This design comes from an exercise in tuning for small area and a short achievable clock period on the open sky130 flow, not from production work. The RTL was checked by simulation tests, not by an equivalence proof against the original design. Power figures rest on the tool's default switching activity, not on a simulated workload.

## flow/design.v (module list and top-level ports; edited modules follow where they fit)
// module cal_ha: 4 lines
// module cal_booth_enc: 6 lines
// module cal_bsel: 3 lines
// module cal_xor: 3 lines
// module cal_and: 3 lines
// module cal_booth_row: 6 lines
// module cal_fa: 4 lines
// module cal_hai: 4 lines
// module cal_xnor: 3 lines
// module cal_or: 3 lines
// module module_conv_kernel_1x2: 3701 lines
module module_conv_kernel_1x2
(
	input clk,
	input [71:0] ifm_win3x3,
	input [71:0] weight_win3x3_ch1,
	input [71:0] weight_win3x3_ch2,
	output [17:0] ofm_stream_ch1,
	output [17:0] ofm_stream_ch2
);
  // ...
==> flow/flow/run.sh <==
#!/bin/bash
set -e
cp standard.sh standard_sh_copy.log
export BUFFER_PORTS_ARGS="-buffer_cell sky130_fd_sc_hd__buf_1"
export CTS_ARGS="-sink_clustering_enable -repair_clock_nets -sink_clustering_size 30 -sink_clustering_max_diameter 60 -dont_use_dummy_load"
bash standard.sh floorplan > standard_floorplan.log 2>&1
ODB=orfs/results/sky130hd/module_conv_kernel_1x2/base/2_floorplan.odb
openroad -no_init -exit flow/upsize.tcl -metrics upsize_metrics.json > upsize.log 2>&1 || { cat upsize.log; exit 1; }
bash standard.sh finish > standard.log 2>&1
==> flow/flow/upsize.tcl <==
# Give the enc_r registers (Booth-encoded pixel digits, high fanout) the
# dfxtp_4 drive strength of their dfxtp cell.
set odb orfs/results/sky130hd/module_conv_kernel_1x2/base/2_floorplan.odb
read_db $odb
set db [ord::get_db]
set m4 [$db findMaster sky130_fd_sc_hd__dfxtp_4]
set n 0
foreach inst [[ord::get_db_block] getInsts] {
  if {[string match "enc_r*" [$inst getName]] && [[$inst getMaster] getName] == "sky130_fd_sc_hd__dfxtp_1"} {
    $inst swapMaster $m4
    incr n
  }
}
puts "upsized $n enc_r registers to dfxtp_4"
write_db $odb
==> flow/standard.sh <==
#!/bin/bash
# synth_recipe.tcl (not shown) runs the flow's synth.tcl, then flattens the netlist and writes it again
# the make line also repeats each setting of config.mk as NAME=value (left out here)
make -C /OpenROAD-flow-scripts/flow DESIGN_CONFIG=/design/flow/config.mk WORK_HOME=/design/flow/orfs CLKGATE_MAP_FILE= SYNTH_SCRIPT=/design/flow/synth_recipe.tcl "${@:-finish}"
==> flow/config.mk <==
export PLATFORM = sky130hd
export DESIGN_NAME = module_conv_kernel_1x2
export DESIGN_NICKNAME = module_conv_kernel_1x2
export VERILOG_FILES = /design/flow/design.v
export SDC_FILE = /design/flow/constraint.sdc
export NUM_CORES = 4
export LEC_CHECK = 0
export CAP_MARGIN = 20
export CORE_MARGIN = 2
export CORE_UTILIZATION = 58
export CTS_CLUSTER_DIAMETER = 60
export CTS_CLUSTER_SIZE = 30
export PLACE_DENSITY = 0.8
export SETUP_SLACK_MARGIN = 3.7
export SLEW_MARGIN = 20
export SYNTH_HIERARCHICAL = 1
export SYNTH_MINIMUM_KEEP_SIZE = 0
==> flow/constraint.sdc <==
create_clock -name core_clock -period 6.0 [get_ports {clk}]
set_input_delay 1.2000 -clock core_clock [delete_from_list [all_inputs] [get_ports {clk}]]
set_output_delay 1.2000 -clock core_clock [all_outputs]
set_load 0.01 [all_outputs]
==> results.py, run 1 <==
metrics = {
    "outcome": {
        "status": "complete, no violations",
    },
    "synth": {
        "synth_edf_count": 0,
        "postSynthCellCount": 3531,
        "yosys.area_share.adder": 0.316,
        "synth.top_cell.area_share": 0.378,
        "yosysUniqueCellTypes": 60,
        "synth_compound_area_frac": 0.108,
    },
    "timing": {
        "drv_slew": 0,
        "period_share": 0.385,
        "fin_skew_ns": 0.0822,
        "setup_viol": 0,
        "timing.hold.ws_ns": 0.299,
        "post-route-min-period_ns": 2.31,
        "setup-tns-final_ns": 0,
    },
    "pwr": {
        "power_frac_seq": 0.370,
        "top_power_group": "combinational logic",
        "p_leak_nw": 18.5,
        "clockPowerShare": 0.124,
    },
    "grt": {
        "met3_usage": 0.0919,
        "grt_use_met2": 0.521,
        "grt_util_all_layers": 0.341,
    },
    "worst_setup_path": {
        "worstSetupPathType": "flop to output pin",
        "worst_r2r_endpoint": "st2_ch2[44]",
        "reg2regPathDepth": 3,
        "rr_startpoint": "st1_ch2[134]",
        "crit_cells": 1,
    },
    "placed_design": {
        "place_hpwl_mm": 110,
        "globalplace.congestion": 1.04,
    },
    "run": {
        "max_cap_viol_count": 0,
    },
    "drt": {
        "highest_layer": "met5",
        "drt-met1-wl_mm": 50.9,
    },
    "layout": {
        "largest_class": "multi-input gates",
        "multi_input_gates": 2362,
        "nets": 4612,
        "regArea_um2": 17100,
        "nClkBuffers": 54,
        "reg.largest.list": "st1_ch1: 162 flops, st1_ch2: 162 flops, enc_r: 108 flops",
        "inverters": 98,
        "finalNonFillerCells": 4657,
    },
    "worst_hold_path": {
        "worst_hold_path_type": "flop to flop",
        "holdPathStages": 0,
        "hp-start": "st4_ch1[1]",
    },
    "clock_tree": {
        "cts_tree": "done",
        "ctsHoldBuffers": 0,
        "cts_buffers": 54,
    },
}
==> run 2: changes to the inputs <==
--- a/flow/config.mk
+++ b/flow/config.mk
@@ -11,7 +11,7 @@
 export CTS_CLUSTER_DIAMETER = 60
 export CTS_CLUSTER_SIZE = 30
 export PLACE_DENSITY = 0.8
-export SETUP_SLACK_MARGIN = 3.7
+export SETUP_SLACK_MARGIN = 3.66
 export SLEW_MARGIN = 20
 export SYNTH_HIERARCHICAL = 1
 export SYNTH_MINIMUM_KEEP_SIZE = 0
==> run 2 against run 1 <==
Still clean on timing, DRC and antenna. Flip-flop and latch count unchanged. Sequential share of layout area increased by 0.41 points. Worst hold slack about the same. Clock skew increased by 0.0037 ns. Clock power about the same. Final cell count decreased by 1.2%. Combinational power about the same. Synthesized cell count unchanged. Utilization decreased by 0.74 points. Count of clock-buffer cells in the layout unchanged. Non-clock buffer count decreased by 58.
==> results.py, run 2 <==
metrics = {
    "drt": {
        "drt_wl_total_mm": 133,
        "avgViaCountPerCell": 6.11,
        "drt_iter0_markers": 3705,
        "wl_per_cell_um": 29.0,
        "drc": 0,
        "vias": 28097,
        "firstDrtPassIters": 8,
        "ant_nets": 0,
    },
    "worst_setup_path": {
        "cp-start-kind": "flop",
        "path_buf_inv": 0,
        "crit_family": "adder cells",
        "worstSetupPathType": "flop to flop",
        "critPathMaxStageDelay_ns": 0.58,
        "path_common_cell": "fa_1",
        "worstPathMaxFanout": 4,
        "crit_slowest_cell": "fa_1",
        "end_kind": "flop",
        "critPathArrivalTime_ns": 2.85,
        "cp_cell_sequence": "xor2_1, a22oi_1, fa_1, fa_1",
        "required_ns": 6.53,
    },
    "pwr": {
        "clockPowerShare": 0.125,
        "power_density_nw_per_um2": 571,
        "sw_frac_of_total": 0.421,
        "p_int_mw": 15.6,
        "p_leak_nw": 18.2,
        "switching_power_mw": 11.4,
        "combPwrFrac": 0.504,
        "peakVddDrop_mv": 0.479,
        "power_frac_seq": 0.371,
    },
    "timing": {
        "hold_viol_final": 0,
        "rsz0062_at_grt": "true",
        "drv_slew": 0,
        "relSlewSlack": 0.656,
        "post-route-min-period_ns": 2.33,
        "fin_skew_ns": 0.0859,
        "max_freq_ghz": 0.430,
        "period_share": 0.388,
        "setup-tns-final_ns": 0,
        "tightestPinTransition_ns": 0.516,
        "setup_viol": 0,
    },
    "outcome": {
        "status": "complete, no violations",
    },
    "synth": {
        "yosysMostFrequentCell": "dfxtp_1",
        "synth_edf_count": 0,
        "syn_avg_cell_area_um2": 12.5,
        "synthArstFlopShare": 0,
        "yosysWarnings": 7,
        "synthTopCellsByCount": "dfxtp_1, fa_1, xor2_1, a22oi_1, nor2_1",
        "yosys.area.top_type": "dfxtp_1",
        "synth-seq-cells": 834,
        "synth_ff_type": "dfxtp_1",
        "synth.top_cell.area_share": 0.378,
        "ys_seq_area_frac": 0.378,
        "synthesis.area_um2": 44100,
        "ys_top_cells_by_area": "dfxtp_1, fa_1, xor2_1",
        "yosysUniqueCellTypes": 60,
        "synth_fp_nets": 4465,
        "postSynthCellCount": 3531,
    },
    "clock_tree": {
        "clock-sinks": 834,
        "clock_path_buffers": 3,
        "clkTransAtPathRegs_ns": 0.09,
        "clk_latency_ns": 0.67,
        "ctsHoldBuffers": 0,
        "clockRootBuffer": "clkbuf_16",
        "cts_tree": "done",
        "htree_num_levels": 2,
        "cts_buffers": 54,
    },
    "layout": {
        "syn_to_final_growth_pct": 7.33,
        "nets": 4554,
        "fin_util": 0.626,
        "reg.largest.list": "st1_ch1: 162 flops, st1_ch2: 162 flops, enc_r: 108 flops",
        "regArea_um2": 17100,
        "layout_common_cells": "dfxtp_1, fa_1, xor2_1",
        "fillers": 5683,
        "drive_gt1_frac": 0.0663,
        "multi_input_area_um2": 26100,
        "final_common_cell": "dfxtp_1",
    },
    "floorplanning": {
        "start_util": 0.583,
        "die-width_um": 280,
        "dieArea_um2": 78300,
        "rows": 101,
        "coreArea_um2": 75700,
        "die_h_um": 280,
        "io_pins": 253,
    },
    "run": {
        "max_cap_viol_count": 0,
    },
    "grt": {
        "grt_pass1_wl_mm": 189,
        "first_global_vias": 28026,
        "overflow": 0,
        "antenna_found_initial": 7,
        "grt_util_all_layers": 0.341,
        "grt_max_degree": 31,
    },
    "placed_design": {
        "io_buffers": 252,
        "globalplace.congestion": 1.04,
        "place_hpwl_mm": 110,
    },
    "worst_hold_path": {
        "worst_hold_path_type": "flop to flop",
    },
}
run 2: cell counts after synthesis:
Identical to the previous run, type by type.
run 2: power by group through the flow:
stage / combinational, mW / sequential, mW / clock, mW
finish: 13.6 / 10.0 / 3.38
detailed placement: 13.1 / 10.1 / 0
global placement: 12.6 / 10.0 / 0
floorplan: 8.02 / 8.89 / 0
CTS: 13.2 / 9.94 / 3.41
global route: 14.7 / 10.1 / 3.60
run 2: final timing paths:
kind,end,slack [ns],start,cells after the start
max,st1_ch1[6],3.67,w1_r[25],4
min,st5_ch1[1],0.30,st4_ch1[1],0
max reg2reg,st1_ch1[6],3.67,w1_r[25],4
min reg2reg,st5_ch1[1],0.30,st4_ch1[1],0
run 2: cell families after synthesis:
| logic type | synth area share |
|---|---|
| buffers and inverters | 0.0308 |
| muxes | 0.000255 |
| and+or+nand+nor | 0.0437 |
| DFF | 0.378 |
| xor gates and xnor gates | 0.123 |
| adders and majority gates | 0.316 |
| AOI/OAI and AO/OA | 0.108 |
run 2: metrics by stage:
step           hold WS (ns)  worst slack (ns)  total power [mW]  cells  instance area, µm²
4_1_cts               0.300              3.66              26.6   4578               47100
3_5_place_dp          0.312              3.64              23.2   4524               45700
6_report              0.299              3.67              27.0   4599               47400
3_3_place_gp          0.310              3.66              22.6   4524               45700
5_1_grt               0.305              3.64              28.4   4596               47400
2_1_floorplan         0.310              3.80              16.9   3531               44100
run 2: layout make-up:
type,count,share of cell area
antenna,3,0.000158
timing repair buffer,270,0.0246
clock buffer,54,0.0285
multi-input combinational,2362,0.552
tap,978,0.0258
inverter,98,0.00777
sequential,834,0.361
run 2: layer usage:
layer	track usage	vias up	part of all wire
met3	0.0921	294	0.12
met4	0.161	2	0.057
met1	0.454	14148	0.38
li1	-	11849	-
met5	0	-	0.000083
met2	0.521	1804	0.45
run 2: timing repair:
action | in CTS | in global routing
endpoints found under the setup margin | 15 | 37
pin swaps | 0 | 0
setup buffers | 0 | 18
gates resized for setup | 16 | 47
cloned | 0 | 0
run 2: Yosys stat by module, one instance, submodules excluded, a selection:
| module | flops+latches | cells inside |
|---|---|---|
| cal_or | 0 | 1 |
| module_conv_kernel_1x2 | 834 | 2823 |
| cal_fa | 0 | 1 |
| cal_ha | 0 | 1 |
| cal_xnor | 0 | 1 |

re-timing with driven ports:
The results above use ideal ports. As a check the final layouts listed here were re-extracted and re-timed, cells and wires unchanged. Step 1 sets driving cells, clkbuf_16 on the clock port and buf_2 on the other inputs (assumed; they add their load-dependent delay and slew). Step 2 times the ports against the registers' clock, not the clock port: input delays grow and output delays shrink by t, the midpoint of the rising clock arrivals with the driver on. Slacks: ideal / step 1 / step 2; pairs: ideal / step 1.
| run | t (ns) | slack for setup (ns) | worst setup path after step 2 | worst register clock-pin slew, ns | pins driven straight from the clock port |
|---|---|---|---|---|---|
| run 1 | 0.701 | 3.692 / 3.622 / 3.705 | register to register | 0.11 / 0.11 | 1 |
| run 2 | 0.698 | 3.672 / 3.618 / 3.672 | register to register | 0.11 / 0.11 | 1 |
After both steps setup and hold are still met in every run listed.
